Source: an optimization exercise on an open RTL-to-GDS flow (aim: small area, a short achievable clock period and few clock cycles per item). Production flows keep margins and buffers that such runs may drop. Function was checked by simulation only, so behaviour that the tests miss may differ from the original.

`flow/margin.txt`:
```
6.0
```
`flow/portbuf.txt`:
```
sky130_fd_sc_hd__buf_2
```
`flow/run.sh`:
```
#!/bin/bash
# The standard ORFS layout (the standard.sh, standard synthesis unchanged)
# with two changes: the port buffers the standard flow's flow inserts use a small buffer
# cell instead of the delay buffer buffer_ports picks by default, and repair
# aims for a setup slack margin of MARGIN ns against the 10 ns clock.
# Each tool's output goes to ORFS's own logs under orfs/logs; the make output
# is kept in standard.log.
set -euo pipefail
MARGIN=$(cat flow/margin.txt)
PORTBUF=$(cat flow/portbuf.txt)
bash standard.sh "SETUP_SLACK_MARGIN=${MARGIN}" \
    "BUFFER_PORTS_ARGS=-buffer_cell ${PORTBUF}" finish > standard.log 2>&1
```
`config.mk`:
```
export PLATFORM = sky130hd
export DESIGN_NAME = insertionSort
export DESIGN_NICKNAME = insertionSort
export VERILOG_FILES = /design/flow/design.v
export SDC_FILE = /design/flow/constraint.sdc
export NUM_CORES = 8
export LEC_CHECK = 0
export CAP_MARGIN = 20
export CORE_AREA = 2 2 318 318
export DIE_AREA = 0 0 320 320
export SLEW_MARGIN = 20
```
`design.v`:
```
module compare_block #(
    parameter SIZE_DATA = 16
)(
    input  logic                   i_load,
    input  logic [1:0]             i_kind,
    input  logic [7:0]             i_rank,
    input  logic [4*SIZE_DATA-1:0] i_x,
    input  logic [4*SIZE_DATA-1:0] i_din,
    output logic [4*SIZE_DATA-1:0] o_y
);
    localparam int W = SIZE_DATA;
    localparam int D = $clog2(SIZE_DATA);
    logic [W-1:0] x [4];
    for (genvar i = 0; i < 4; i++) begin : g_x
        assign x[i] = i_x[i*W +: W];
    end
    logic [15:0] b;
    for (genvar i = 0; i < 4; i++) begin : g_ci
        for (genvar j = 0; j < 4; j++) begin : g_cj
            if (i < j) begin : g_c
                logic [W-1:0] lt [D+1];
                logic [W-1:0] gt [D+1];
                assign lt[0] = x[j] & ~x[i];
                assign gt[0] = ~x[j] & x[i];
                for (genvar d = 1; d <= D; d++) begin : g_lv
                    for (genvar m = 0; m < (W >> d); m++) begin : g_nd
                        assign gt[d][m] = gt[d-1][2*m+1] | (~lt[d-1][2*m+1] & gt[d-1][2*m]);
                        assign lt[d][m] = lt[d-1][2*m+1] | (~gt[d-1][2*m+1] & lt[d-1][2*m]);
                    end
                    assign gt[d][W-1:(W >> d)] = '0;
                    assign lt[d][W-1:(W >> d)] = '0;
                end
                assign b[i*4+j] = gt[D][0];
            end else begin : g_n
                assign b[i*4+j] = 1'b0;
            end
        end
    end
    logic [3:0] c [4];
    always_comb begin
        for (int i = 0; i < 4; i++)
            for (int j = 0; j < 4; j++)
                c[i][j] = (i < j) ? b[i*4+j] : (i > j) ? !b[j*4+i] : 1'b0;
    end
    logic [3:0] r1h [4];
    always_comb begin
        for (int i = 0; i < 4; i++) begin
            logic p, q, s;
            p = c[i][(i+1)%4]; q = c[i][(i+2)%4]; s = c[i][(i+3)%4];
            r1h[i][0] = !p & !q & !s;
            r1h[i][1] = (p & !q & !s) | (!p & q & !s) | (!p & !q & s);
            r1h[i][2] = (p & q & !s) | (p & !q & s) | (!p & q & s);
            r1h[i][3] = p & q & s;
        end
    end
    logic [3:0] sel [4];
    always_comb begin
        for (int k = 0; k < 4; k++) begin
            sel[k] = 4'b0;
            case (i_kind)
                2'd0: sel[k][k] = 1'b1;
                2'd1: for (int i = 0; i < 4; i++) sel[k][i] = r1h[i][i_rank[2*k +: 2]];
                default: ;
            endcase
        end
        if (i_kind == 2'd2) begin
            sel[0] = (b[1] ^ i_rank[0]) ? 4'b0010 : 4'b0001;
            sel[1] = (b[1] ^ i_rank[0]) ? 4'b0001 : 4'b0010;
            sel[2] = (b[11] ^ i_rank[2]) ? 4'b1000 : 4'b0100;
            sel[3] = (b[11] ^ i_rank[2]) ? 4'b0100 : 4'b1000;
        end else if (i_kind == 2'd3) begin
            sel[0] = (b[2] ^ i_rank[0]) ? 4'b0100 : 4'b0001;
            sel[2] = (b[2] ^ i_rank[0]) ? 4'b0001 : 4'b0100;
            sel[1] = (b[7] ^ i_rank[2]) ? 4'b1000 : 4'b0010;
            sel[3] = (b[7] ^ i_rank[2]) ? 4'b0010 : 4'b1000;
        end
    end
    always_comb begin
        for (int k = 0; k < 4; k++) begin
            o_y[k*W +: W] = i_load ? i_din[k*W +: W] :
                            ({W{sel[k][0]}} & x[0]) | ({W{sel[k][1]}} & x[1]) |
                            ({W{sel[k][2]}} & x[2]) | ({W{sel[k][3]}} & x[3]);
        end
    end
endmodule
module insertionSort #(
    parameter NUM_VALS = 32,
    parameter SIZE_DATA = 16
)(
    input  logic                          i_clk,
    input  logic                          i_rst_n,
    input  logic                          i_start,
    input  logic [NUM_VALS*SIZE_DATA-1:0] i_data,
    output logic                          o_done,
    output logic [NUM_VALS*SIZE_DATA-1:0] o_data
);
    localparam int N = 32;
    localparam int W = 16;
    localparam int G = N / 4;
    localparam int STEPS = 9;
    logic             r_busy;
    logic [3:0]      r_cnt;
    logic [N*W-1:0]   r_key;             
    logic [N*W-1:0]   w_perm;            
    logic [N*W-1:0]   w_next;            
    logic [N*W-1:0]   w_din;             
    logic [G*2-1:0]   w_kind;            
    logic [G*8-1:0]   w_rank;            
    always_comb begin
        w_kind = '0;
        w_rank = '0;
        case (r_cnt)
            4'd0: begin w_kind = 16'h5555; w_rank = 64'h2727d8d82727d8d8; end
            4'd1: begin w_kind = 16'h0000; w_rank = 64'he4e4e4e4e4e4e4e4; end
            4'd2: begin w_kind = 16'h5555; w_rank = 64'h2727d8d82727d8d8; end
            4'd3: begin w_kind = 16'haaaa; w_rank = 64'h0505050500000000; end
            4'd4: begin w_kind = 16'h5555; w_rank = 64'h2727d8d82727d8d8; end
            4'd5: begin w_kind = 16'h5555; w_rank = 64'h27272727d8d8d8d8; end
            4'd6: begin w_kind = 16'h5555; w_rank = 64'hd8d8d8d8d8d8d8d8; end
            4'd7: begin w_kind = 16'h5555; w_rank = 64'hd8d8d8d8d8d8d8d8; end
            4'd8: begin w_kind = 16'haaaa; w_rank = 64'h0000000000000000; end
            default: ;
        endcase
    end
    assign w_perm[0*W +: W] = r_key[0*W +: W];
    assign w_perm[1*W +: W] = r_key[16*W +: W];
    assign w_perm[2*W +: W] = r_key[4*W +: W];
    assign w_perm[3*W +: W] = r_key[20*W +: W];
    assign w_perm[4*W +: W] = r_key[1*W +: W];
    assign w_perm[5*W +: W] = r_key[17*W +: W];
    assign w_perm[6*W +: W] = r_key[5*W +: W];
    assign w_perm[7*W +: W] = r_key[21*W +: W];
    assign w_perm[8*W +: W] = r_key[2*W +: W];
    assign w_perm[9*W +: W] = r_key[18*W +: W];
    assign w_perm[10*W +: W] = r_key[6*W +: W];
    assign w_perm[11*W +: W] = r_key[22*W +: W];
    assign w_perm[12*W +: W] = r_key[3*W +: W];
    assign w_perm[13*W +: W] = r_key[19*W +: W];
    assign w_perm[14*W +: W] = r_key[7*W +: W];
    assign w_perm[15*W +: W] = r_key[23*W +: W];
    assign w_perm[16*W +: W] = r_key[8*W +: W];
    assign w_perm[17*W +: W] = r_key[24*W +: W];
    assign w_perm[18*W +: W] = r_key[12*W +: W];
    assign w_perm[19*W +: W] = r_key[28*W +: W];
    assign w_perm[20*W +: W] = r_key[9*W +: W];
    assign w_perm[21*W +: W] = r_key[25*W +: W];
    assign w_perm[22*W +: W] = r_key[13*W +: W];
    assign w_perm[23*W +: W] = r_key[29*W +: W];
    assign w_perm[24*W +: W] = r_key[10*W +: W];
    assign w_perm[25*W +: W] = r_key[26*W +: W];
    assign w_perm[26*W +: W] = r_key[14*W +: W];
    assign w_perm[27*W +: W] = r_key[30*W +: W];
    assign w_perm[28*W +: W] = r_key[11*W +: W];
    assign w_perm[29*W +: W] = r_key[27*W +: W];
    assign w_perm[30*W +: W] = r_key[15*W +: W];
    assign w_perm[31*W +: W] = r_key[31*W +: W];
    for (genvar g = 0; g < G; g++) begin : g_grp
        compare_block #(.SIZE_DATA(W)) u_grp (
            .i_load (~r_busy),
            .i_kind (w_kind[2*g +: 2]),
            .i_rank (w_rank[8*g +: 8]),
            .i_x    (w_perm[4*g*W +: 4*W]),
            .i_din  (w_din[4*g*W +: 4*W]),
            .o_y    (w_next[4*g*W +: 4*W])
        );
    end
    assign w_din[0*W +: W] = i_data[0*W +: W];
    assign w_din[4*W +: W] = i_data[1*W +: W];
    assign w_din[16*W +: W] = i_data[2*W +: W];
    assign w_din[20*W +: W] = i_data[3*W +: W];
    assign w_din[2*W +: W] = i_data[4*W +: W];
    assign w_din[6*W +: W] = i_data[5*W +: W];
    assign w_din[18*W +: W] = i_data[6*W +: W];
    assign w_din[22*W +: W] = i_data[7*W +: W];
    assign w_din[1*W +: W] = i_data[8*W +: W];
    assign w_din[5*W +: W] = i_data[9*W +: W];
    assign w_din[17*W +: W] = i_data[10*W +: W];
    assign w_din[21*W +: W] = i_data[11*W +: W];
    assign w_din[3*W +: W] = i_data[12*W +: W];
    assign w_din[7*W +: W] = i_data[13*W +: W];
    assign w_din[19*W +: W] = i_data[14*W +: W];
    assign w_din[23*W +: W] = i_data[15*W +: W];
    assign w_din[8*W +: W] = i_data[16*W +: W];
    assign w_din[12*W +: W] = i_data[17*W +: W];
    assign w_din[24*W +: W] = i_data[18*W +: W];
    assign w_din[28*W +: W] = i_data[19*W +: W];
    assign w_din[10*W +: W] = i_data[20*W +: W];
    assign w_din[14*W +: W] = i_data[21*W +: W];
    assign w_din[26*W +: W] = i_data[22*W +: W];
    assign w_din[30*W +: W] = i_data[23*W +: W];
    assign w_din[9*W +: W] = i_data[24*W +: W];
    assign w_din[13*W +: W] = i_data[25*W +: W];
    assign w_din[25*W +: W] = i_data[26*W +: W];
    assign w_din[29*W +: W] = i_data[27*W +: W];
    assign w_din[11*W +: W] = i_data[28*W +: W];
    assign w_din[15*W +: W] = i_data[29*W +: W];
    assign w_din[27*W +: W] = i_data[30*W +: W];
    assign w_din[31*W +: W] = i_data[31*W +: W];
    always_ff @(posedge i_clk or negedge i_rst_n) begin
        if (!i_rst_n) begin
            r_busy <= 1'b0;
            r_cnt  <= '0;
            o_done <= 1'b0;
        end else begin
            o_done <= r_busy && (r_cnt == STEPS-1);
            if (!r_busy) begin
                r_busy <= i_start;
                r_cnt  <= '0;
            end else begin
                r_cnt <= r_cnt + 1'b1;
                if (r_cnt == STEPS-1)
                    r_busy <= 1'b0;
            end
        end
    end
    always_ff @(posedge i_clk)
        r_key <= w_next;
    assign o_data[0*W +: W] = r_key[0*W +: W];
    assign o_data[1*W +: W] = r_key[1*W +: W];
    assign o_data[16*W +: W] = r_key[2*W +: W];
    assign o_data[17*W +: W] = r_key[3*W +: W];
    assign o_data[4*W +: W] = r_key[4*W +: W];
    assign o_data[5*W +: W] = r_key[5*W +: W];
    assign o_data[20*W +: W] = r_key[6*W +: W];
    assign o_data[21*W +: W] = r_key[7*W +: W];
    assign o_data[2*W +: W] = r_key[8*W +: W];
    assign o_data[3*W +: W] = r_key[9*W +: W];
    assign o_data[18*W +: W] = r_key[10*W +: W];
    assign o_data[19*W +: W] = r_key[11*W +: W];
    assign o_data[6*W +: W] = r_key[12*W +: W];
    assign o_data[7*W +: W] = r_key[13*W +: W];
    assign o_data[22*W +: W] = r_key[14*W +: W];
    assign o_data[23*W +: W] = r_key[15*W +: W];
    assign o_data[8*W +: W] = r_key[16*W +: W];
    assign o_data[9*W +: W] = r_key[17*W +: W];
    assign o_data[24*W +: W] = r_key[18*W +: W];
    assign o_data[25*W +: W] = r_key[19*W +: W];
    assign o_data[12*W +: W] = r_key[20*W +: W];
    assign o_data[13*W +: W] = r_key[21*W +: W];
    assign o_data[28*W +: W] = r_key[22*W +: W];
    assign o_data[29*W +: W] = r_key[23*W +: W];
    assign o_data[10*W +: W] = r_key[24*W +: W];
    assign o_data[11*W +: W] = r_key[25*W +: W];
    assign o_data[26*W +: W] = r_key[26*W +: W];
    assign o_data[27*W +: W] = r_key[27*W +: W];
    assign o_data[14*W +: W] = r_key[28*W +: W];
    assign o_data[15*W +: W] = r_key[29*W +: W];
    assign o_data[30*W +: W] = r_key[30*W +: W];
    assign o_data[31*W +: W] = r_key[31*W +: W];
endmodule
```
`constraint.sdc`:
```
create_clock -name core_clock -period 10.0 [get_ports {i_clk}]
set_input_delay 2.0000 -clock core_clock [delete_from_list [all_inputs] [get_ports {i_clk}]]
set_output_delay 2.0000 -clock core_clock [all_outputs]
set_load 0.01 [all_outputs]
```
`standard.sh`:
```
#!/bin/bash
# synth_recipe.tcl (not shown) runs the flow's synth.tcl, then flattens the netlist and writes it again
# the make line also repeats each setting of config.mk as NAME=value (left out here)
make -C /OpenROAD-flow-scripts/flow DESIGN_CONFIG=/design/flow/config.mk WORK_HOME=/design/flow/orfs CLKGATE_MAP_FILE= SYNTH_SCRIPT=/design/flow/synth_recipe.tcl "${@:-finish}"
```
==> flow_summary_export.csv, run 1 <==
group,metric,value,unit
hold_path,worstHoldPathCells,2,
timing,fin_crit_sh,0.4228,
global_routing,antenna_found_initial,39,
floorplan,core,98710,um^2
setup_path,r2r_end,"r_key[312]",
drt,dr.pass1.iters,15,
clock_network,numCtsBuffers,67,
floorplan,fp.dieH,320,um
setup_path,path_buf_inv,1,
floorplan,die-area,102400,um^2
timing,fin_worst_skew,0.03244,ns
setup_path,worstReg2RegStart,"r_key[388]",
yosys,yosysWarnings,18,
clock_network,cts-root-buf,"clkbuf_16",
clock_network,clk_latency,0.70,ns
drt,ant_nets,0,
place,hpwl,238.3,mm
clock_network,cts_hold_buffers,0,
timing,period_minus_slack,4.228,ns
global_routing,grt-ovfl-total,0,
setup_path,endpoint_kind,"output port",
setup_path,critPathArrivalTime,2.23,ns
drt,vias,68704,
setup_path,cp_num_cells,1,
setup_path,max_stage_delay,1.22,ns
floorplan,start_util,0.4756,
place,io_buffers,1027,
timing,hold-worst-slack,0.5779,ns
timing,finalMaxSlewViolations,0,
yosys,syn_nets,7330,
setup_path,r2r_slack,5.83,ns
place,pre_cts_ws,4.570,ns
timing,setup_viol,0,
finish,final_util,0.6025,
place,gp_congestion,1.137,
outcome,outcome,"timing/DRC/antenna clean",
drt,wl_per_cell,37.53,um
finish,seqCellArea,10790,um^2
setup_path,start_kind,"flop",
timing,fin_ws,5.772,ns
yosys,synth_cell_types,107,
yosys,ys_ff_latch,518,
clock_network,cts-htree-levels,3,
setup_path,required,8.00,ns
floorplan,die_w,320,um
timing,grt_setup_unrepaired,"yes",
place,dp_cells,8640,
yosys,syn_area,46950,um^2
yosys,syn_avg_cell_area,6.896,um^2
place,postPlaceCellArea,52800,um^2
setup_path,critPathKind,"reg2out",
setup_path,crit_slowest_cell,"dfxtp_1",
global_routing,grt_pass1_wl,456.2,mm
yosys,synth_ff_type,"dfxtp_1",
finish,multi_input_area,34460,um^2
clock_network,cts_tree,"done",
hold_path,holdCritStartpoint,"r_key[135]",
drt,vias_per_cell,7.655,
setup_path,cp_max_fo,12,
timing,fmax,0.2365,GHz
timing,hold_violations,0,
finish,drive_gt1_frac,0.2757,
setup_path,path_cells,"buf_2",
yosys,synthesis.instances,6808,
drt,drt_iter0_markers,14638,
clock_network,cts.sinks,518,
timing,tightestPinTransition,1.364,ns
clock_network,clk_pin_slew,0.06,ns
yosys,synthArstFlopShare,0.01158,
yosys,synth_top_area_frac,0.2183,
finish,area_growth,26.68,%
finish,fin_nets,8113,
hold_path,min_to,"r_key[279]",
yosys,synth-edff-count,0,
drt,drcViolationCount,0,
timing,fin_setup_tns,0,ns
timing,max_slew_margin,0.08956,
global_routing,grt_use_total,0.6110,
yosys,seq_area_frac_synth,0.2215,
finish,final_cell_area,59470,um^2
setup_path,cp_top_family,"flip-flops",
yosys,yosys.area.top_type,"dfxtp_1",
clock_network,clockBufferDepth,3,
yosys,synth_area_leaders,"dfxtp_1 22%, maj3_1 7.0%, nor2_1 6.7%",
drt,routed_wl,336.8,mm
global_routing,grt_pass1_vias,61525,
floorplan,io_pins,1028,
flow_run,max_cap_violations,0,
floorplan,fp-row-count,115,
global_routing,grt_max_degree,175,
setup_path,rr_worst_depth,14,
hold_path,hp-class,"reg2reg",
finish,final_cell_count_no_fill,8975,
finish,fill_cells,9357,
-- cells in the final DEF, fill, tap and decap left out, drive strengths merged, types with 25 or more instances in the layout --
cell / netlist / final
buf: 117 / 1396
nor2: 839 / 840
nand2: 709 / 709
dfxtp: 512 / 512
a21oi: 456 / 456
inv: 404 / 411
o21ai: 401 / 401
maj3: 334 / 335
a221oi: 298 / 298
a31oi: 264 / 264
nand2b: 189 / 189
nor2b: 162 / 162
a222oi: 153 / 153
a22oi: 149 / 149
nand3: 107 / 107
clkbuf: 575 / 85
nor3: 75 / 75
o221ai: 73 / 73
xnor2: 71 / 71
a211oi: 68 / 68
o22ai: 67 / 67
o211ai: 61 / 62
a221o: 59 / 59
a41oi: 45 / 45
o31ai: 45 / 45
diode: 0 / 43
and2: 41 / 41
mux2i: 37 / 37
a32oi: 29 / 29
a22o: 28 / 28
nand4: 27 / 27
and3: 25 / 25
a2111oi: 25 / 25
-- worst reg2reg max path, cell delays in order, from the launching register on --
cell	delay, ns
dfxtp_4	0.45
inv_1	0.11
maj3_1	0.36
nor2_1	0.09
a211o_1	0.23
a2111oi_4	0.11
buf_4	0.18
o41ai_4	0.43
and2_4	0.28
and2_1	0.18
a31oi_1	0.09
buf_4	0.19
nor2_4	0.18
a221oi_1	0.11
o211ai_1	0.94
-- cell type report --
type / count / area share
Antenna cell: 43 / 0.001809
Clock buffer: 83 / 0.03126
Clock inverter: 40 / 0.009362
Inverter: 404 / 0.02581
Multi-Input combinational cell: 5202 / 0.5795
Sequential cell: 518 / 0.1815
Tap cell: 1287 / 0.02708
Timing Repair Buffer: 1398 / 0.1437
-- routing by layer --
| metal | part of all wire | vias up | track usage |
|---|---|---|---|
| li1 | - | 26921 | - |
| met1 | 0.31 | 31572 | 0.6537 |
| met2 | 0.37 | 7526 | 0.8150 |
| met3 | 0.18 | 2661 | 0.3400 |
| met4 | 0.14 | 24 | 0.6313 |
| met5 | 0.00089 | - | 0.02553 |
-- synthesized netlist by cell type, types with 59 or more instances --
cell type and count:
clkbuf_1 575, nor2_1 839, a21oi_1 453, dfxtp_1 512, buf_2 96, a221oi_1 296
maj3_1 328, a211oi_1 64, nand2b_1 189, o221ai_1 73, a31oi_1 263, nor2b_1 162
a222oi_1 153, inv_1 396, o21ai_0 367, o22ai_1 67, a22oi_1 148, o211ai_1 60
nor3_1 74, nand3_1 106, a221o_1 59, nand2_1 709, xnor2_1 71
-- kinds of logic after synthesis --
family,count (synthesis),synth area share
AO/OA/AOI/OAI,2435,0.3690
AND/OR/NAND/NOR,2295,0.2211
buffers and inverters,1096,0.09106
flip-flops,518,0.2215
adder cells (fa/ha/maj),341,0.07323
XOR/XNOR,84,0.01567
multiplexers,39,0.008448
-- timing repair --
item | in CTS | in global routing
endpoints found under the setup margin | 512 | 494
pin swaps | 36 | 94
gates cloned | 2 | 9
gates resized for setup | 347 | 363
buffers inserted | 55 | 103
-- state kept, by name, summed over array words and instances (netlist names) --
| register | cells |
|---|---|
| o_done | 1 |
| r_busy | 1 |
| r_cnt | 4 |
| r_key | 512 |
-- worst max path at each step --
stage                    start     endpoint  slack, ns
global route        r_key[319]  o_data[415]       5.85
global placement    r_key[313]   r_key[224]       4.63
detailed placement    r_cnt[2]   r_key[197]       4.57
CTS                 r_key[118]   r_key[232]       5.90
floorplan           r_key[185]   r_key[489]       6.30
finish              r_key[319]  o_data[415]       5.77
Testbench counts, summed over its fixed seeds: cycles 1,920, sorts 192.
==> run 2: changes to the inputs <==
==> flow/margin.txt (replaced) <==
6.5
==> flow_summary_export.csv, run 2 <==
group,metric,value,unit
outcome,outcome,"aborted with a tool error",
outcome,haltStage,"5_1_grt",
outcome,stop_error,"[ERROR GRT-0232] Routing congestion too high. Check the congestion heatmap in the GUI.",
yosys,seq_area_frac_synth,0.2215,
floorplan,die_w,320,um
yosys,synthesis.instances,6808,
floorplan,start_util,0.4756,
clock_network,cts-root-buf,"clkbuf_16",
clock_network,numCtsBuffers,68,
clock_network,cts_hold_buffers,0,
yosys,synth_top_area_frac,0.2183,
floorplan,fp-row-count,115,
global_routing,grt-ovfl-total,5,
yosys,ys_ff_latch,518,
yosys,synth_ff_type,"dfxtp_1",
global_routing,grt_max_degree,178,
yosys,syn_area,46950,um^2
yosys,yosys.area.top_type,"dfxtp_1",
clock_network,clockBufferDepth,3,
floorplan,io_pins,1028,
yosys,yosysWarnings,18,
place,io_buffers,1027,
yosys,synthArstFlopShare,0.01158,
place,hpwl,243.4,mm
yosys,synth-edff-count,0,
yosys,syn_nets,7330,
global_routing,grt_use_total,0.7679,
yosys,synth_commonest_cells,"839 x nor2_1, 709 x nand2_1, 575 x clkbuf_1, 512 x dfxtp_1, 453 x a21oi_1",
clock_network,cts.sinks,518,
yosys,syn_avg_cell_area,6.896,um^2
floorplan,fp.dieH,320,um
yosys,synth_area_leaders,"dfxtp_1 22%, maj3_1 7.0%, nor2_1 6.7%",
place,gp_congestion,1.150,
yosys,synth_most_common_cell,"nor2_1",
yosys,synth_cell_types,107,
clock_network,cts-htree-levels,3,
run 2: cell counts after synthesis:
Identical to the previous run, type by type.
run 2: worst max path at each step:
stage | start | end | cells after the start
2_1_floorplan | r_key[296] | r_key[185] | 14
3_3_place_gp | r_key[313] | r_key[227] | 11
3_5_place_dp | r_key[312] | r_key[227] | 11
4_1_cts | r_key[400] | r_key[333] | 14
run 2: logic make-up after synthesis:
| kind of cell | share of synthesized area |
|---|---|
| and+or+nand+nor | 0.2211 |
| AOI/OAI and AO/OA | 0.3690 |
| adders and majority gates | 0.07323 |
| xor gates and xnor gates | 0.01567 |
| muxes | 0.008448 |
| buffers and inverters | 0.09106 |
| DFF | 0.2215 |
run 2: through the flow:
stage                     cells  area [um^2]    util  setup WS [ns]
after detailed placement   8625        52850  0.5354          3.918
after global placement     8625        52820  0.5351          3.960
after CTS                  9198        64510  0.6535          6.179
after floorplan            6808        47300       -          6.483
run 2: repair_timing:
action	in CTS
gates resized for setup	1516
buffers inserted	405
setup endpoints to repair	850
gates cloned	47
pin swaps	448
run 2: metal layers:
layer	track usage	overflow
met1	0.7553	0
met2	0.9284	4
met3	0.6372	0
met4	0.7668	1
met5	0.3286	0
==> run 3: changes to the inputs <==
==> flow/margin.txt (replaced) <==
6.8
--- a/config.mk
+++ b/config.mk
@@ -5,7 +5,8 @@
 export SDC_FILE = /design/flow/constraint.sdc
 export NUM_CORES = 8
 export LEC_CHECK = 0
+export ABC_AREA = 1
 export CAP_MARGIN = 20
-export CORE_AREA = 2 2 318 318
-export DIE_AREA = 0 0 320 320
+export CORE_AREA = 2 2 358 358
+export DIE_AREA = 0 0 360 360
 export SLEW_MARGIN = 20
==> flow_summary_export.csv, run 3 <==
group,metric,value,unit
finish,drive_gt1_frac,0.3125,
clock_network,cts.sinks,518,
setup_path,critPathKind,"reg2out",
floorplan,die_w,360,um
drt,vias_per_cell,6.442,
floorplan,start_util,0.4210,
outcome,outcome,"timing/DRC/antenna clean",
drt,highest_layer,"met5",
yosys,synth_cell_types,63,
finish,area_growth,45.04,%
drt,routed_wl,411.0,mm
finish,mostFrequentLayoutCell,"nand2_1",
timing,finalMaxSlewViolations,0,
place,pre_cts_ws,5.422,ns
global_routing,grt_max_degree,204,
yosys,synth_commonest_cells,"3338 x nand2_1, 1637 x nor2_1, 1323 x nand3_1, 735 x inv_1, 512 x dfxtp_1",
drt,vias,85505,
timing,fin_crit_sh,0.3439,
yosys,synth_top_area_frac,0.2367,
floorplan,io_pins,1028,
finish,layout_common_cells,"3214 x nand2_1, 1477 x nor2_1, 1243 x nand3_1, 779 x buf_4, 685 x inv_1",
place,hpwl,279.2,mm
timing,tightestPinTransition,1.382,ns
yosys,yosysWarnings,18,
timing,setup_viol,0,
setup_path,critPathLaunch,"r_key[380]",
clock_network,cts_hold_buffers,0,
place,io_buffers,1027,
timing,hold-worst-slack,0.5507,ns
hold_path,hp-class,"reg2reg",
finish,fin_nets,12050,
drt,drt_iter0_markers,17457,
floorplan,fp-row-count,130,
yosys,synth_area_leaders,"nand2_1 24%, dfxtp_1 19%, nand3_1 13%",
setup_path,endpoint_kind,"output port",
clock_network,cts_tree,"done",
yosys,syn_avg_cell_area,5.292,um^2
global_routing,grt_use_total,0.5810,
timing,period_minus_slack,3.439,ns
setup_path,critPathArrivalTime,1.44,ns
clock_network,clk_pin_slew,0.06,ns
yosys,synth_most_common_cell,"nand2_1",
clock_network,numCtsBuffers,69,
yosys,synthesis.instances,10003,
drt,wl_met2,145.4,mm
setup_path,path_cells,"buf_12 -> buf_6",
yosys,ys_ff_latch,518,
place,gp_congestion,1.093,
yosys,seq_area_frac_synth,0.1965,
timing,fin_ws,6.561,ns
setup_path,worstReg2RegStart,"r_key[394]",
yosys,synth_ff_type,"dfxtp_1",
drt,ant_nets,0,
setup_path,path_buf_inv,2,
yosys,synth-edff-count,0,
drt,route.met3.wl,78.53,mm
hold_path,holdCritStartpoint,"r_key[7]",
clock_network,cts-root-buf,"clkbuf_16",
timing,max_slew_margin,0.07548,
finish,largest_reg_flops,512,
global_routing,grt_pass1_wl,543.8,mm
clock_network,clockBufferDepth,3,
clock_network,clk_latency,0.73,ns
setup_path,crit_slowest_cell,"dfxtp_4",
global_routing,grt_pass1_vias,73428,
finish,largestRegisters,"r_key: 512 flops, r_cnt: 4 flops",
drt,wl_per_cell,30.97,um
global_routing,antenna_found_initial,58,
timing,hold_violations,0,
timing,grt_setup_unrepaired,"yes",
global_routing,grt-ovfl-total,0,
setup_path,cp_top_family,"flip-flops",
flow_run,max_cap_violations,0,
drt,m1WireLength,136.2,mm
clock_network,cts-htree-levels,3,
setup_path,start_kind,"flop",
floorplan,core,125700,um^2
floorplan,fp.dieH,360,um
timing,fin_worst_skew,0.05296,ns
setup_path,cp_max_fo,3,
yosys,syn_nets,10525,
finish,regMostFlops,"r_key",
drt,drcViolationCount,0,
setup_path,required,8.00,ns
timing,fmax,0.2908,GHz
yosys,synthArstFlopShare,0.01158,
yosys,syn_area,52930,um^2
setup_path,max_stage_delay,0.43,ns
timing,fin_setup_tns,0,ns
yosys,yosys.area.top_type,"nand2_1",
drt,dr.pass1.iters,17,
floorplan,die-area,129600,um^2
[run 3: cell types whose count changed after synthesis, moves of 161 or more]
cell | before | now
a221oi_1 | 296 | 0
a31oi_1 | 263 | 100
buf_2 | 96 | 286
clkbuf_1 | 575 | 148
inv_1 | 396 | 735
maj3_1 | 328 | 0
nand2_1 | 709 | 3338
nand2b_1 | 189 | 0
nand3_1 | 106 | 1323
nand4_1 | 27 | 196
nor2_1 | 839 | 1637
nor2b_1 | 162 | 1
[run 3: final timing paths]
kind	endpoint	depth (start not counted)	slack, ns
worst min register to register	r_key[7]	2	0.55
worst max-delay path	o_data[476]	2	6.56
min in group asynchronous	r_cnt[3]	1	1.19
max in group asynchronous	r_busy	1	8.53
worst min-delay path	r_key[7]	2	0.55
worst max register to register	r_key[266]	18	6.59
[run 3: worst reg2reg max path, delay by kind of cell, from the launching register on]
family / cells / cell delay (ns)
AO/OA/AOI/OAI: 4 / 0.76
flip-flops: 1 / 0.34
AND/OR/NAND/NOR: 9 / 1.27
buffers and inverters: 5 / 0.87
[run 3: metrics by stage]
stage	instance area (um^2)	std cells	util
detailed placement	58020	12216	0.4615
finish	76770	13273	0.6106
global route	76730	13255	0.6102
CTS	71630	13005	0.5697
floorplan	52930	10003	-
global placement	58020	12216	0.4614
[run 3: cell type report]
cell class,count,area [um^2]
clock inverter,41,460.4
timing repair buffer,2008,16740
inverter,900,3611
antenna,41,102.6
fill,12239,48960
multi-input combinational,8024,39760
clock buffer,84,1833
sequential,518,12140
timing repair inverter,7,56.30
tap,1650,2064
[run 3: logic make-up (layout without fill, tap and decap cells)]
logic type	Yosys count	count (layout)	synth area share
XOR/XNOR	3	3	0.0004965
other	0	41	0
AO/OA/AOI/OAI	1228	1231	0.1418
multiplexers	1	1	0.0001891
adder cells (fa/ha/maj)	7	7	0.001655
flip-flops	518	518	0.1965
AND/OR/NAND/NOR	6760	6782	0.5369
buffers and inverters	1486	3040	0.1225
[run 3: metal layers]
metal  vias to the layer above  track usage
met4                        59       0.5105
met5                         -      0.01221
li1                      35430            -
met1                     38809       0.6761
met2                      8611       0.7526
met3                      2596       0.3198
[run 3: repair_timing]
item                        CTS  global route
cloned                        7            31
setup buffers               657           196
setup endpoints to repair  1025           728
resized for setup          1845           715
pin swaps                    17           140
==> run 4: changes to the inputs <==
==> flow/margin.txt (replaced) <==
6.0
==> flow/portbuf.txt (replaced) <==
sky130_fd_sc_hd__buf_1
--- a/config.mk
+++ b/config.mk
@@ -5,8 +5,10 @@
 export SDC_FILE = /design/flow/constraint.sdc
 export NUM_CORES = 8
 export LEC_CHECK = 0
-export ABC_AREA = 1
+export ABC_AREA = 0
 export CAP_MARGIN = 20
-export CORE_AREA = 2 2 358 358
-export DIE_AREA = 0 0 360 360
+export CORE_AREA = 2 2 408 408
+export CTS_CLUSTER_DIAMETER = 120
+export CTS_CLUSTER_SIZE = 20
+export DIE_AREA = 0 0 410 410
 export SLEW_MARGIN = 20
==> flow_summary_export.csv, run 4 <==
group,metric,value,unit
outcome,outcome,"timing/DRC/antenna clean",
finish,mostFrequentLayoutCell,"buf_1",
clock_network,cts_tree,"done",
global_routing,grt-ovfl-total,0,
timing,max_slew_margin,0.1542,
place,pre_cts_ws,4.079,ns
place,io_buffers,1027,
clock_network,numCtsBuffers,36,
drt,drt_iter0_markers,12510,
yosys,synth_top_area_frac,0.2183,
yosys,synth_ff_type,"dfxtp_1",
finish,largest_reg_flops,512,
finish,fin_nets,8175,
drt,dr.pass1.iters,14,
global_routing,grt_pass1_wl,519.6,mm
timing,grt_setup_unrepaired,"yes",
timing,fin_setup_tns,0,ns
drt,vias,67038,
finish,drive_gt1_frac,0.1512,
setup_path,required,10.53,ns
finish,final_cell_area,58990,um^2
finish,layout_common_cells,"1027 x buf_1, 812 x nor2_1, 695 x nand2_1, 418 x a21oi_1, 393 x inv_1",
yosys,synth_most_common_cell,"nor2_1",
clock_network,cts_hold_buffers,0,
drt,drcViolationCount,0,
timing,fin_crit_sh,0.4104,
hold_path,hp-class,"reg2reg",
yosys,synthArstFlopShare,0.01158,
floorplan,die_w,410,um
clock_network,clk_pin_slew,0.10,ns
yosys,yosysWarnings,18,
global_routing,grt_max_degree,159,
timing,setup_viol,0,
timing,fmax,0.2437,GHz
clock_network,clockBufferDepth,3,
floorplan,io_pins,1028,
yosys,syn_nets,7330,
clock_network,cts.sinks,518,
setup_path,path_cells,"nor2b_4 -> maj3_2 -> maj3_2 -> maj3_2 -> a222oi_1 -> o31ai_2 -> a21oi_4 -> buf_12 -> xor2_4 -> a211oi_4 -> a211oi_4 -> a222oi_1 -> a31oi_2",
yosys,syn_avg_cell_area,6.896,um^2
clock_network,cts-root-buf,"clkbuf_16",
yosys,seq_area_frac_synth,0.2215,
floorplan,die-area,168100,um^2
floorplan,core,164200,um^2
yosys,synth-edff-count,0,
setup_path,crit_slowest_cell,"a31oi_2",
floorplan,fp.dieH,410,um
clock_network,cts-htree-levels,2,
global_routing,antenna_found_initial,50,
timing,period_minus_slack,4.104,ns
setup_path,critPathKind,"reg2reg",
global_routing,grt_pass1_vias,61169,
setup_path,start_kind,"flop",
setup_path,endpoint_kind,"flop",
finish,area_growth,25.65,%
timing,fin_ws,5.896,ns
global_routing,grt_use_total,0.4371,
drt,wl_per_cell,39.74,um
place,gp_congestion,1.039,
timing,hold_violations,0,
yosys,yosys.area.top_type,"dfxtp_1",
hold_path,holdCritStartpoint,"r_cnt[0]",
yosys,ys_ff_latch,518,
timing,tightestPinTransition,1.269,ns
setup_path,cp_max_fo,8,
clock_network,clk_latency,0.68,ns
timing,fin_worst_skew,0.06091,ns
place,hpwl,288.8,mm
floorplan,fp-row-count,149,
drt,vias_per_cell,6.787,
yosys,synth_commonest_cells,"839 x nor2_1, 709 x nand2_1, 575 x clkbuf_1, 512 x dfxtp_1, 453 x a21oi_1",
setup_path,max_stage_delay,0.53,ns
drt,ant_nets,0,
setup_path,worstReg2RegStart,"r_key[400]",
drt,routed_wl,392.6,mm
flow_run,max_cap_violations,0,
finish,regMostFlops,"r_key",
yosys,synth_area_leaders,"dfxtp_1 22%, maj3_1 7.0%, nor2_1 6.7%",
place,postPlaceCellArea,53080,um^2
yosys,syn_area,46950,um^2
yosys,synth_cell_types,107,
floorplan,start_util,0.2859,
finish,largestRegisters,"r_key: 512 flops, r_cnt: 4 flops",
setup_path,critPathArrivalTime,4.63,ns
setup_path,cp_common_cell,"maj3_2",
yosys,synthesis.instances,6808,
setup_path,critPathLaunch,"r_key[400]",
timing,finalMaxSlewViolations,0,
## run 4: cell count changes after synthesis, sizes merged, moves of 119 or more
cell	delta
a222oi	+153
a22oi	+119
inv	-484
nand2b	+189
a221oi	+298
nand2	-2736
buf	-306
nand3	-1252
a31oi	+164
maj3	+334
nor2b	+161
nand4	-169
nor2	-839
clkbuf	+412
## run 4: final timing paths
kind / endpoint / slack, ns / depth (start not counted)
worst min-delay path: r_cnt[0] / 0.58 / 1
worst max-delay path: r_key[329] / 5.90 / 13
worst max register to register: r_key[329] / 5.90 / 13
worst min register to register: r_cnt[0] / 0.58 / 1
min in group asynchronous: r_cnt[3] / 1.20 / 1
max in group asynchronous: r_busy / 8.52 / 1
## run 4: worst max-delay path, delay by kind of cell, from the launching register on
kind | cells | cell delay, ns
buf+inv | 1 | 0.16
xor+xnor | 1 | 0.18
fa+ha+maj | 3 | 0.90
compound gates | 7 | 2.16
simple gates | 1 | 0.14
flops | 1 | 0.40
## run 4: layer usage
layer  vias to the layer above  routed length, um  GRT usage
li1                      26953                  -          -
met1                     32391             138800     0.5168
met2                      6046             160100     0.6420
met3                      1616              51330     0.1414
met4                        32              42070     0.3612
met5                         -                222          0
## run 4: cell families after synthesis
family / after synthesis / share of synthesized area
xor+xnor: 84 / 0.01567
fa+ha+maj: 341 / 0.07323
compound gates: 2435 / 0.3690
flops: 518 / 0.2215
simple gates: 2295 / 0.2211
buf+inv: 1096 / 0.09106
mux: 39 / 0.008448
## run 4: area by class of cell
| class | count | area (um^2) |
|---|---|---|
| clock inverter | 14 | 171.4 |
| inverter | 404 | 1528 |
| clock buffer | 41 | 949.7 |
| timing repair buffer | 1486 | 7911 |
| fill | 17821 | 105300 |
| tap | 2189 | 2739 |
| sequential | 518 | 10900 |
| antenna | 18 | 45.04 |
| multi-input combinational | 5207 | 34750 |
## run 4: through the flow
stage	utilization	hold slack [ns]	cells
2_1_floorplan	-	0.5108	6808
3_3_place_gp	0.3223	0.5745	9586
3_5_place_dp	0.3232	0.5883	9593
4_1_cts	0.3466	0.5765	9752
5_1_grt	0.3591	0.6036	9869
6_report	0.3592	0.5795	9877
## run 4: what timing repair did
action / in CTS / in global routing
cloned: 11 / 7
endpoints found under the setup margin: 514 / 451
resized for setup: 487 / 340
endpoints found under the hold margin: 0 / 0
pin swaps: 65 / 79
setup buffers: 93 / 100
==> run 5: changes to the inputs <==
--- a/config.mk
+++ b/config.mk
@@ -5,7 +5,7 @@
 export SDC_FILE = /design/flow/constraint.sdc
 export NUM_CORES = 8
 export LEC_CHECK = 0
-export ABC_AREA = 0
+export ABC_AREA = 1
 export CAP_MARGIN = 20
 export CORE_AREA = 2 2 408 408
 export CTS_CLUSTER_DIAMETER = 120
==> flow_summary_export.csv, run 5 <==
group,metric,value,unit
setup_path,start_kind,"flop",
floorplan,fp.dieH,410,um
clock_network,cts_hold_buffers,0,
yosys,yosys.area.top_type,"nand2_1",
yosys,synth_top_family_by_area,"simple AND/OR/NAND/NOR gates",
place,gp_congestion,1.086,
clock_network,numCtsBuffers,37,
timing,finalMaxSlewViolations,0,
drt,vias,75575,
setup_path,cp_max_fo,20,
timing,hold-worst-slack,0.6158,ns
place,hpwl,288.5,mm
global_routing,grt_pass1_wl,506.5,mm
floorplan,die_w,410,um
yosys,muxShareOfSynthArea,0.0001891,
finish,final_cell_area,58910,um^2
drt,routed_wl,374.0,mm
yosys,synth_area_leaders,"nand2_1 24%, dfxtp_1 19%, nand3_1 13%",
timing,fin_crit_sh,0.4095,
global_routing,antenna_found_initial,69,
drt,wl_per_cell,29.11,um
yosys,synth_commonest_cells,"3338 x nand2_1, 1637 x nor2_1, 1323 x nand3_1, 735 x inv_1, 512 x dfxtp_1",
global_routing,grt-ovfl-total,0,
setup_path,endpoint_kind,"flop",
timing,fin_setup_tns,0,ns
finish,regMostFlops,"r_key",
outcome,outcome,"timing/DRC/antenna clean",
finish,largest_reg_flops,512,
timing,fin_ws,5.905,ns
yosys,yosysWarnings,18,
clock_network,cts-root-buf,"clkbuf_16",
yosys,synthArstFlopShare,0.01158,
yosys,synth_cell_types,63,
clock_network,clockBufferDepth,3,
place,postPlaceCellArea,57370,um^2
yosys,synth_ff_type,"dfxtp_1",
floorplan,fp-row-count,149,
yosys,syn_avg_cell_area,5.292,um^2
finish,fin_nets,11129,
clock_network,cts-htree-levels,2,
setup_path,critPathKind,"reg2reg",
yosys,syn_nets,10525,
yosys,synth-simple-area-share,0.5369,
timing,fin_worst_skew,0.06491,ns
yosys,syn_area,52930,um^2
clock_network,cts_tree,"done",
clock_network,clk_latency,0.70,ns
global_routing,grt_use_total,0.4191,
setup_path,required,10.50,ns
finish,layout_common_cells,"3334 x nand2_1, 1620 x nor2_1, 1320 x nand3_1, 1027 x buf_1, 732 x inv_1",
timing,hold_violations,0,
yosys,synth_top_area_frac,0.2367,
timing,grt_setup_unrepaired,"yes",
yosys,seq_area_frac_synth,0.1965,
drt,drt_iter0_markers,12405,
drt,vias_per_cell,5.882,
clock_network,clk_pin_slew,0.10,ns
place,io_buffers,1027,
finish,drive_gt1_frac,0.06768,
yosys,synth_compound_area_frac,0.1418,
clock_network,cts.sinks,518,
flow_run,max_cap_violations,0,
yosys,synth_most_common_cell,"nand2_1",
global_routing,grt_pass1_vias,65722,
timing,period_minus_slack,4.095,ns
timing,tightestPinTransition,1.134,ns
timing,max_slew_margin,0.2439,
drt,dr.pass1.iters,11,
floorplan,io_pins,1028,
finish,fill_cells,19277,
hold_path,hp-class,"reg2reg",
finish,largestRegisters,"r_key: 512 flops, r_cnt: 4 flops",
yosys,synth_xor_area_frac,0.0004964,
finish,area_growth,11.30,%
drt,ant_nets,0,
setup_path,critPathArrivalTime,4.59,ns
global_routing,grt_max_degree,207,
finish,mostFrequentLayoutCell,"nand2_1",
place,pre_cts_ws,5.659,ns
yosys,synth-edff-count,0,
yosys,synthesis.instances,10003,
timing,fmax,0.2442,GHz
drt,drcViolationCount,0,
floorplan,start_util,0.3223,
yosys,synth_fa_ha_area_frac,0.001655,
yosys,ys_ff_latch,518,
timing,setup_viol,0,
floorplan,die-area,168100,um^2
floorplan,core,164200,um^2
-- run 5: cell types whose count changed in the layout (fill, tap and decap cells not counted), moves of 160 or more --
cell	previous run	this run
nand2_1	695	3334
nand3_1	102	1320
nor2_1	812	1620
inv_1	393	732
maj3_1	317	0
a221oi_1	274	0
buf_4	380	117
nand2b_1	189	0
dfxtp_1	264	445
nand4_1	27	196
nor2b_1	161	1
-- run 5: stage by stage --
stage / util / instances
finish: 0.3587 / 12849
global route: 0.3585 / 12837
CTS: 0.3564 / 12805
detailed placement: 0.3493 / 12750
global placement: 0.3493 / 12750
floorplan: - / 10003
-- run 5: layout make-up --
type	instances	area, um^2	area share
diodes	37	92.59	0.001572
clock buffers	41	950.9	0.01614
clock inverters	14	186.4	0.003164
inverters	900	3420	0.05804
multi-input cells	7999	36190	0.6143
flip-flops and latches	518	10490	0.1780
well taps	2189	2739	0.04649
repair buffers	1150	4840	0.08215
repair inverters	1	7.507	0.0001274
-- run 5: logic make-up after synthesis --
logic type / after synthesis
AO/OA/AOI/OAI: 1228
XOR/XNOR: 3
adder cells (fa/ha/maj): 7
buffers and inverters: 1486
flip-flops: 518
multiplexers: 1
AND/OR/NAND/NOR: 6760
-- run 5: per-layer routing --
metal / vias up / part of all wire / track usage
li1: 33458 / - / -
met1: 34300 / 0.37 / 0.5205
met2: 6262 / 0.39 / 0.5724
met3: 1511 / 0.16 / 0.1724
met4: 44 / 0.090 / 0.3113
met5: - / 0.0011 / 0.003736
-- run 5: path summary, 6_finish.rpt --
kind                            cells past startpoint         end      from  slack [ns]
worst min register to register                      2    r_key[0]  r_key[0]        0.62
min in group asynchronous                           1      r_busy   i_rst_n        1.21
max in group asynchronous                           1      r_busy   i_rst_n        8.52
worst min-delay path                                2    r_key[0]  r_key[0]        0.62
worst max register to register                     12  r_key[186]  r_cnt[0]        5.91
worst max-delay path                               12  r_key[186]  r_cnt[0]        5.91
-- run 5: worst max-delay path, cell delays in order (launching register included) --
cell	delay, ns
dfrtp_1	0.51
inv_2	0.10
nor2_2	0.15
nor2_1	0.09
buf_4	0.23
inv_2	0.43
nand2_1	0.27
inv_4	0.42
nand3_1	0.34
nand2_1	0.62
nand2_1	0.10
nand4_1	0.13
o22a_1	0.51
-- run 5: what timing repair did --
item	CTS	global route
endpoints found under the hold margin	0	0
buffers inserted	0	6
gates cloned	0	1
setup endpoints to repair	207	281
resized for setup	12	106
pin swaps	0	1
==> run 6: changes to the inputs <==
--- a/design.v
+++ b/design.v
@@ -106,10 +106,18 @@
     logic [N*W-1:0]   w_din;             
     logic [G*2-1:0]   w_kind;            
     logic [G*8-1:0]   w_rank;            
+    logic [G*2-1:0]   r_kind;            
+    logic [G*8-1:0]   r_rank;            
+    logic [3:0]      w_step;            
+    assign w_step = r_busy ? r_cnt + 1'b1 : '0;
+    always_ff @(posedge i_clk) begin
+        r_kind <= w_kind;
+        r_rank <= w_rank;
+    end
     always_comb begin
         w_kind = '0;
         w_rank = '0;
-        case (r_cnt)
+        case (w_step)
             4'd0: begin w_kind = 16'h5555; w_rank = 64'h2727d8d82727d8d8; end
             4'd1: begin w_kind = 16'h0000; w_rank = 64'he4e4e4e4e4e4e4e4; end
             4'd2: begin w_kind = 16'h5555; w_rank = 64'h2727d8d82727d8d8; end
@@ -157,8 +165,8 @@
     for (genvar g = 0; g < G; g++) begin : g_grp
         compare_block #(.SIZE_DATA(W)) u_grp (
             .i_load (~r_busy),
-            .i_kind (w_kind[2*g +: 2]),
-            .i_rank (w_rank[8*g +: 8]),
+            .i_kind (r_kind[2*g +: 2]),
+            .i_rank (r_rank[8*g +: 8]),
             .i_x    (w_perm[4*g*W +: 4*W]),
             .i_din  (w_din[4*g*W +: 4*W]),
             .o_y    (w_next[4*g*W +: 4*W])
==> flow/margin.txt (replaced) <==
6.2
--- a/config.mk
+++ b/config.mk
@@ -7,8 +7,8 @@
 export LEC_CHECK = 0
 export ABC_AREA = 1
 export CAP_MARGIN = 20
-export CORE_AREA = 2 2 408 408
+export CORE_AREA = 2 2 378 378
 export CTS_CLUSTER_DIAMETER = 120
 export CTS_CLUSTER_SIZE = 20
-export DIE_AREA = 0 0 410 410
+export DIE_AREA = 0 0 380 380
 export SLEW_MARGIN = 20
==> flow_summary_export.csv, run 6 <==
group,metric,value,unit
timing,hold_violations,0,
yosys,syn_nets,10740,
timing,fin_crit_sh,0.3884,
floorplan,die_w,380,um
floorplan,io_pins,1028,
yosys,yosys.area.top_type,"nand2_1",
finish,final_util,0.4293,
clock_network,cts-root-buf,"clkbuf_16",
finish,largestRegisters,"r_key: 512 flops, r_rank: 19 flops, r_cnt: 4 flops",
setup_path,start_kind,"flop",
global_routing,grt_pass1_vias,69666,
global_routing,grt_max_degree,172,
drt,routed_wl,395.1,mm
setup_path,max_stage_delay,0.64,ns
yosys,synth_area_leaders,"nand2_1 26%, dfxtp_1 20%, nand3_1 11%",
timing,setup_viol,0,
timing,period_minus_slack,3.884,ns
global_routing,grt_use_total,0.5164,
clock_network,clk_pin_slew,0.10,ns
setup_path,path_cells,"inv_1 -> nand2_1 -> nand2_1 -> o21ai_1 -> o21bai_1 -> nand2_1 -> nand2_2 -> nand2_2 -> nand2_1 -> o21ai_1 -> o21ai_4 -> nand2_1 -> a41oi_4",
place,pre_cts_ws,5.378,ns
global_routing,grt-ovfl-total,0,
global_routing,grt_pass1_wl,537.0,mm
finish,regMostFlops,"r_key",
finish,layout_common_cells,"3679 x nand2_1, 1562 x nor2_1, 1224 x nand3_1, 1027 x buf_1, 718 x inv_1",
finish,final_cell_count_no_fill,12792,
drt,vias,78128,
finish,area_growth,11.41,%
yosys,synth-edff-count,0,
clock_network,cts-htree-levels,2,
floorplan,die-area,144400,um^2
drt,drcViolationCount,0,
timing,finalMaxSlewViolations,0,
finish,drive_gt1_frac,0.07787,
yosys,syn_avg_cell_area,5.272,um^2
setup_path,critPathArrivalTime,4.38,ns
setup_path,cp_common_cell,"nand2_1",
hold_path,hp-class,"reg2reg",
floorplan,fp-row-count,137,
timing,tightestPinTransition,1.160,ns
yosys,synth_ff_type,"dfxtp_1",
finish,largest_reg_flops,512,
clock_network,cts_tree,"done",
finish,fill_cells,15982,
drt,drt_iter0_markers,12181,
drt,wl_per_cell,30.89,um
yosys,synth_most_common_cell,"nand2_1",
yosys,synthArstFlopShare,0.01115,
floorplan,core,139900,um^2
flow_run,max_cap_violations,0,
place,gp_congestion,1.100,
setup_path,crit_slowest_cell,"dfxtp_2",
clock_network,clockBufferDepth,3,
yosys,synthesis.instances,10223,
yosys,yosysWarnings,18,
yosys,syn_area,53900,um^2
clock_network,cts.sinks,538,
setup_path,path_buf_inv,1,
setup_path,required,10.50,ns
drt,ant_nets,0,
yosys,seq_area_frac_synth,0.2004,
finish,multi_input_area,36960,um^2
setup_path,cp_top_family,"compound AO/OA/AOI/OAI gates",
clock_network,clk_latency,0.69,ns
setup_path,cp_max_fo,16,
clock_network,numCtsBuffers,38,
timing,fmax,0.2574,GHz
place,hpwl,305.1,mm
yosys,synth_cell_types,57,
yosys,synth_commonest_cells,"3690 x nand2_1, 1600 x nor2_1, 1230 x nand3_1, 720 x inv_1, 532 x dfxtp_1",
timing,grt_setup_unrepaired,"yes",
place,dp_cells,12694,
finish,seqCellArea,10970,um^2
yosys,synth_top_area_frac,0.2570,
place,io_buffers,1027,
timing,hold-worst-slack,0.5527,ns
timing,max_slew_margin,0.2238,
floorplan,start_util,0.3853,
finish,fin_nets,11386,
setup_path,critPathKind,"reg2reg",
yosys,ys_ff_latch,538,
timing,fin_worst_skew,0.04324,ns
setup_path,endpoint_kind,"flop",
timing,fin_setup_tns,0,ns
floorplan,fp.dieH,380,um
drt,dr.pass1.iters,9,
timing,fin_ws,6.116,ns
global_routing,antenna_found_initial,46,
finish,mostFrequentLayoutCell,"nand2_1",
outcome,outcome,"timing/DRC/antenna clean",
drt,vias_per_cell,6.108,
-- run 6: layout make-up --
| cell class | count | area share |
|---|---|---|
| Multi-Input combinational cell | 8232 | 0.6154 |
| Sequential cell | 538 | 0.1826 |
| Timing Repair Buffer | 1196 | 0.08730 |
| Inverter | 863 | 0.05430 |
| Tap cell | 1876 | 0.03909 |
| Clock buffer | 44 | 0.01673 |
| Clock inverter | 17 | 0.003459 |
| Antenna cell | 26 | 0.001083 |
-- run 6: final timing paths --
kind | start | endpoint | slack (ns) | cells after the start
max | r_key[293] | r_key[181] | 6.12 | 13
min | r_cnt[0] | r_cnt[0] | 0.55 | 1
max reg2reg | r_key[293] | r_key[181] | 6.12 | 13
min reg2reg | r_cnt[0] | r_cnt[0] | 0.55 | 1
max in group asynchronous | i_rst_n | r_busy | 8.20 | 1
min in group asynchronous | i_rst_n | r_cnt[3] | 1.30 | 1
-- run 6: routing by layer --
layer,global-route usage,wire (um)
met5,0.003307,353
met4,0.4481,43090
met3,0.2014,57110
met2,0.7510,158600
met1,0.5883,135900
-- run 6: through the flow --
stage | instance area, um^2
3_3_place_gp | 58170
2_1_floorplan | 53900
3_5_place_dp | 58200
5_1_grt | 59990
6_report | 60050
4_1_cts | 59590
-- run 6: worst reg2reg max path: cells and delay by family, from the launching register on --
| family | cells | cell delay [ns] |
|---|---|---|
| AO/OA/AOI/OAI | 5 | 1.87 |
| AND/OR/NAND/NOR | 7 | 0.85 |
| flip-flops | 1 | 0.64 |
| buffers and inverters | 1 | 0.33 |
-- run 6: repair_timing --
action                     4_1_cts  5_1_grt
hold buffers                     0        0
gates cloned                     1        0
setup endpoints to repair      114      304
resized for setup               67      132
buffers inserted                 0       10
-- run 6: kinds of logic (layout without fill, tap and decap cells) --
family	Yosys count	in the layout	share of synthesized area
AO/OA/AOI/OAI	1218	1218	0.1353
XOR/XNOR	3	3	0.0004876
adder cells (fa/ha/maj)	2	2	0.0004642
buffers and inverters	1453	2120	0.1191
flip-flops	538	538	0.2004
other	0	26	0
AND/OR/NAND/NOR	7009	7009	0.5443
Testbench counts of run 6, summed over its fixed seeds: cycles 1,920, sorts 192.
==> run 7: changes to the inputs <==
==> flow/margin.txt (replaced) <==
6.6
==> flow_summary_export.csv, run 7 <==
group,metric,value,unit
clock_network,clockBufferDepth,3,
place,hpwl,305.1,mm
setup_path,cp_max_fo,8,
finish,area_growth,19.89,%
setup_path,critPathKind,"reg2out",
place,io_buffers,1027,
finish,multi_input_area,37730,um^2
clock_network,clk_latency,0.70,ns
timing,fmax,0.2910,GHz
timing,grt_setup_unrepaired,"yes",
finish,largestRegisters,"r_key: 512 flops, r_rank: 19 flops, r_cnt: 4 flops",
finish,largest_reg_flops,512,
finish,mostFrequentLayoutCell,"nand2_1",
setup_path,critPathLaunch,"r_key[60]",
yosys,yosys.area.top_type,"nand2_1",
finish,layout_common_cells,"3659 x nand2_1, 1501 x nor2_1, 1221 x nand3_1, 880 x buf_1, 714 x inv_1",
floorplan,start_util,0.3853,
drt,routed_wl,402.6,mm
yosys,synth_cell_types,57,
finish,seqCellArea,12010,um^2
flow_run,max_cap_violations,0,
floorplan,io_pins,1028,
finish,final_cell_count_no_fill,12969,
finish,fill_cells,15636,
yosys,ys_ff_latch,538,
global_routing,grt_use_total,0.5252,
clock_network,cts.sinks,538,
timing,fin_setup_tns,0,ns
yosys,seq_area_frac_synth,0.2004,
yosys,syn_nets,10740,
clock_network,numCtsBuffers,38,
finish,drive_gt1_frac,0.1411,
drt,vias,79545,
timing,period_minus_slack,3.437,ns
setup_path,path_buf_inv,1,
hold_path,hp-class,"reg2reg",
floorplan,die_w,380,um
setup_path,critPathArrivalTime,1.44,ns
floorplan,die-area,144400,um^2
drt,drt_iter0_markers,12369,
setup_path,max_stage_delay,0.51,ns
clock_network,clk_pin_slew,0.09,ns
yosys,syn_avg_cell_area,5.272,um^2
drt,wl_per_cell,31.04,um
global_routing,grt_pass1_vias,70754,
yosys,synth_area_leaders,"nand2_1 26%, dfxtp_1 20%, nand3_1 11%",
yosys,synth_ff_type,"dfxtp_1",
clock_network,cts-htree-levels,2,
clock_network,cts_tree,"done",
drt,drcViolationCount,0,
finish,regMostFlops,"r_key",
place,gp_congestion,1.100,
hold_path,holdCritStartpoint,"r_cnt[0]",
global_routing,grt_max_degree,172,
yosys,synth_most_common_cell,"nand2_1",
drt,ant_nets,0,
timing,hold_violations,0,
timing,tightestPinTransition,1.074,ns
floorplan,fp.dieH,380,um
timing,fin_crit_sh,0.3437,
yosys,synthArstFlopShare,0.01115,
place,dp_cells,12694,
setup_path,crit_slowest_cell,"dfxtp_4",
global_routing,grt_pass1_wl,545.9,mm
yosys,yosysWarnings,18,
global_routing,grt-ovfl-total,0,
setup_path,endpoint_kind,"output port",
yosys,synthesis.instances,10223,
yosys,synth_commonest_cells,"3690 x nand2_1, 1600 x nor2_1, 1230 x nand3_1, 720 x inv_1, 532 x dfxtp_1",
timing,max_slew_margin,0.2813,
floorplan,core,139900,um^2
clock_network,cts-root-buf,"clkbuf_16",
finish,fin_nets,11564,
yosys,synth_top_area_frac,0.2570,
global_routing,antenna_found_initial,56,
timing,finalMaxSlewViolations,0,
timing,fin_worst_skew,0.04175,ns
setup_path,required,8.00,ns
outcome,outcome,"timing/DRC/antenna clean",
yosys,synth-edff-count,0,
timing,setup_viol,0,
setup_path,worstReg2RegStart,"r_key[297]",
yosys,syn_area,53900,um^2
drt,dr.pass1.iters,12,
setup_path,cp_top_family,"flip-flops",
setup_path,start_kind,"flop",
floorplan,fp-row-count,137,
drt,vias_per_cell,6.133,
setup_path,path_cells,"buf_1",
[run 7: cell types whose count changed in the layout (fill, tap and decap cells not counted), sizes merged]
cell | previous run | this run
clkinv | 13 | 14
clkbuf | 44 | 69
diode | 26 | 25
inv | 859 | 857
buf | 1195 | 1347
clkinvlp | 6 | 8
[run 7: cells by family (layout without fill, tap and decap cells)]
| kind of cell | count (synthesis) | count (layout) | synth area share |
|---|---|---|---|
| compound gates | 1218 | 1218 | 0.1353 |
| xor+xnor | 3 | 3 | 0.0004876 |
| fa+ha+maj | 2 | 2 | 0.0004642 |
| buf+inv | 1453 | 2298 | 0.1191 |
| flops | 538 | 538 | 0.2004 |
| other cells | 0 | 25 | 0 |
| simple gates | 7009 | 7009 | 0.5443 |
[run 7: what timing repair did]
| item | in CTS | in global routing |
|---|---|---|
| setup endpoints to repair | 958 | 462 |
| gates resized for setup | 1063 | 299 |
| cloned | 1 | 2 |
| buffers inserted | 108 | 78 |
| pin swaps | 2 | 5 |
| hold endpoints to repair | 0 | 0 |
| hold buffers | 0 | 0 |
[run 7: through the flow]
step                      hold slack (ns)  setup slack, ns  cell area, um^2  utilization
after floorplan                    0.4584            7.532            53900            -
after global placement             0.5242            5.308            58170       0.4158
after detailed placement           0.5303            5.378            58200       0.4161
after CTS                          0.5447            6.456            62740       0.4485
after global routing               0.5949            6.431            64560       0.4615
final                              0.5489            6.563            64620       0.4620
[run 7: layout make-up]
class                           instances  share of cell area
Antenna cell                           25           0.0009681
Clock buffer                           44             0.01555
Clock inverter                         17            0.003214
Inverter                              863             0.05059
Multi-Input combinational cell       8232              0.5838
Sequential cell                       538              0.1858
Tap cell                             1876             0.03632
Timing Repair Buffer                 1373              0.1236
Timing Repair inverter                  1           0.0001162
[run 7: path summary, 6_finish.rpt]
| check | end | cells past startpoint | slack, ns |
|---|---|---|---|
| worst max-delay path | o_data[284] | 1 | 6.56 |
| min in group asynchronous | r_cnt[3] | 1 | 1.30 |
| worst min register to register | r_cnt[0] | 1 | 0.55 |
| worst min-delay path | r_cnt[0] | 1 | 0.55 |
| max in group asynchronous | r_busy | 1 | 8.19 |
| worst max register to register | r_key[128] | 15 | 6.57 |
[run 7: metal layers]
metal  up-vias  part of all wire  GRT usage
met5         -            0.0014   0.002976
met4        64              0.12     0.4842
met3      1966              0.14     0.2048
met2      6433              0.40     0.7583
met1     36567              0.34     0.5921
li1      34515                 -          -
==> run 8: changes to the inputs <==
==> flow/margin.txt (replaced) <==
6.5
--- a/config.mk
+++ b/config.mk
@@ -12,3 +12,4 @@
 export CTS_CLUSTER_SIZE = 20
 export DIE_AREA = 0 0 380 380
 export SLEW_MARGIN = 20
+export TNS_END_PERCENT = 10
==> flow_summary_export.csv, run 8 <==
group,metric,value,unit
finish,area_growth,12.46,%
timing,setup_viol,0,
finish,fin_nets,11396,
setup_path,crit_slowest_cell,"dfxtp_2",
clock_network,clockBufferDepth,3,
finish,mostFrequentLayoutCell,"nand2_1",
floorplan,core,139900,um^2
yosys,ys_ff_latch,538,
setup_path,cp_max_fo,16,
timing,period_minus_slack,3.860,ns
outcome,outcome,"timing/DRC/antenna clean",
clock_network,clk_pin_slew,0.10,ns
setup_path,required,10.52,ns
timing,fin_setup_tns,0,ns
yosys,synth_commonest_cells,"3690 x nand2_1, 1600 x nor2_1, 1230 x nand3_1, 720 x inv_1, 532 x dfxtp_1",
finish,largestRegisters,"r_key: 512 flops, r_rank: 19 flops, r_cnt: 4 flops",
setup_path,endpoint_kind,"flop",
timing,fin_crit_sh,0.3860,
timing,hold_violations,0,
global_routing,grt.met2_usage,0.7528,
yosys,synth_most_common_cell,"nand2_1",
yosys,synth_cell_types,57,
flow_run,max_cap_violations,0,
timing,tightestPinTransition,1.207,ns
setup_path,critPathKind,"reg2reg",
finish,regMostFlops,"r_key",
global_routing,grt_pass1_wl,536.9,mm
clock_network,cts-htree-levels,2,
clock_network,numCtsBuffers,38,
finish,drive_gt1_frac,0.09101,
clock_network,clk_latency,0.69,ns
drt,ant_nets,0,
timing,finalMaxSlewViolations,0,
floorplan,fp-row-count,137,
floorplan,die-area,144400,um^2
floorplan,die_w,380,um
floorplan,io_pins,1028,
finish,final_cell_area,60620,um^2
timing,hold-worst-slack,0.5601,ns
drt,drcViolationCount,0,
yosys,synth_top_area_frac,0.2570,
timing,max_slew_margin,0.1924,
floorplan,fp.dieH,380,um
finish,fill_cells,15936,
yosys,yosysWarnings,18,
drt,routed_wl,395.2,mm
place,pre_cts_ws,5.378,ns
global_routing,met1_usage,0.5861,
drt,vias_per_cell,6.123,
clock_network,cts.sinks,538,
setup_path,max_stage_delay,0.65,ns
yosys,synthesis.instances,10223,
yosys,synth_area_leaders,"nand2_1 26%, dfxtp_1 20%, nand3_1 11%",
drt,vias,78363,
global_routing,grt_use_total,0.5164,
global_routing,grt-ovfl-total,0,
clock_network,cts-root-buf,"clkbuf_16",
drt,drt_iter0_markers,12481,
setup_path,r2r_slack,6.14,ns
drt,wl_per_cell,30.88,um
yosys,yosys.area.top_type,"nand2_1",
place,gp_congestion,1.100,
## run 8: cell types whose count changed in the layout (fill, tap and decap cells not counted), sizes merged
cell      delta
clkbuf      -25
buf        -142
clkinvlp     -1
inv          -1
diode        -2
clkinv       +1
## run 8: logic make-up after synthesis
logic type	Yosys count	share of synthesized area
adders and majority gates	2	0.0004642
AOI/OAI and AO/OA	1218	0.1353
buffers and inverters	1453	0.1191
xor gates and xnor gates	3	0.0004876
DFF	538	0.2004
and+or+nand+nor	7009	0.5443
## run 8: what timing repair did
item / CTS / global route
pin swaps: 1 / 5
buffers inserted: 6 / 14
setup endpoints to repair: 732 / 775
gates resized for setup: 159 / 246
cloned: 1 / 0
## run 8: critical path, delay by kind of cell (launching register included)
family          cells  cell delay [ns]
simple gates       10             1.85
compound gates      3             0.94
flops               1             0.65
buf+inv             1             0.23
## run 8: through the flow
stage / util / instances
finish: 0.4334 / 12799
global route: 0.4330 / 12779
CTS: 0.4278 / 12762
detailed placement: 0.4161 / 12694
global placement: 0.4158 / 12693
floorplan: - / 10223
## run 8: routing by layer
metal,vias to the layer above,share of wire
met5,-,0.0011
met4,62,0.11
met3,1871,0.15
met2,6442,0.40
met1,35824,0.34
li1,34164,-
## run 8: worst paths after layout
path                       cells after the start          to        from
hold reg to reg                                1    r_cnt[0]    r_cnt[0]
setup reg to reg                              14  r_key[131]  r_key[297]
hold / removal                                 1    r_cnt[0]    r_cnt[0]
min in group asynchronous                      1    r_cnt[3]     i_rst_n
setup / recovery                              14  r_key[131]  r_key[297]
max in group asynchronous                      1      r_busy     i_rst_n
## run 8: cell type report
cell class	instances	area [um^2]	area share
multi-input combinational	8232	37250	0.6145
sequential	538	11170	0.1843
timing repair buffer	1206	5314	0.08766
inverter	863	3267	0.05390
tap	1876	2347	0.03872
clock buffer	44	1005	0.01658
clock inverter	17	207.7	0.003426
antenna	23	57.56	0.0009495

separate check: timing with driven ports:
In the flow no input, the clock included, has a driving cell. The finished layouts below were timed again as built, in two steps.
Step 1: set_driving_cell puts a clkbuf_16 on i_clk and a buf_2 on each other input, an assumption about the parent block.
Step 2 times the ports against the registers' clock, not the clock port: input delays grow and output delays shrink by t, the midpoint of the rising clock arrivals with the driver on.
a / b / c = no drivers / after step 1 / after step 2; a / b = the first two.
| run | t, ns | setup WS [ns] | hold WS [ns] | cell pins on the clock port's net |
|---|---|---|---|---|
| run 1 | 0.769 | 5.772 / 5.685 / 5.828 | 0.578 / 0.578 / 0.578 | 1 |
| run 3 | 0.795 | 6.561 / 6.471 / 6.590 | 0.551 / 0.551 / 0.551 | 1 |
| run 4 | 0.723 | 5.896 / 5.896 / 5.896 | 0.579 / 0.579 / 0.579 | 1 |
| run 5 | 0.764 | 5.905 / 5.886 / 5.905 | 0.616 / 0.616 / 0.616 | 1 |
| run 6 | 0.768 | 6.116 / 6.025 / 6.116 | 0.553 / 0.553 / 0.553 | 1 |
| run 7 | 0.769 | 6.563 / 6.470 / 6.571 | 0.549 / 0.549 / 0.549 | 1 |
| run 8 | 0.762 | 6.140 / 6.106 / 6.140 | 0.560 / 0.560 / 0.560 | 1 |
After both steps setup and hold are still met in every run listed.
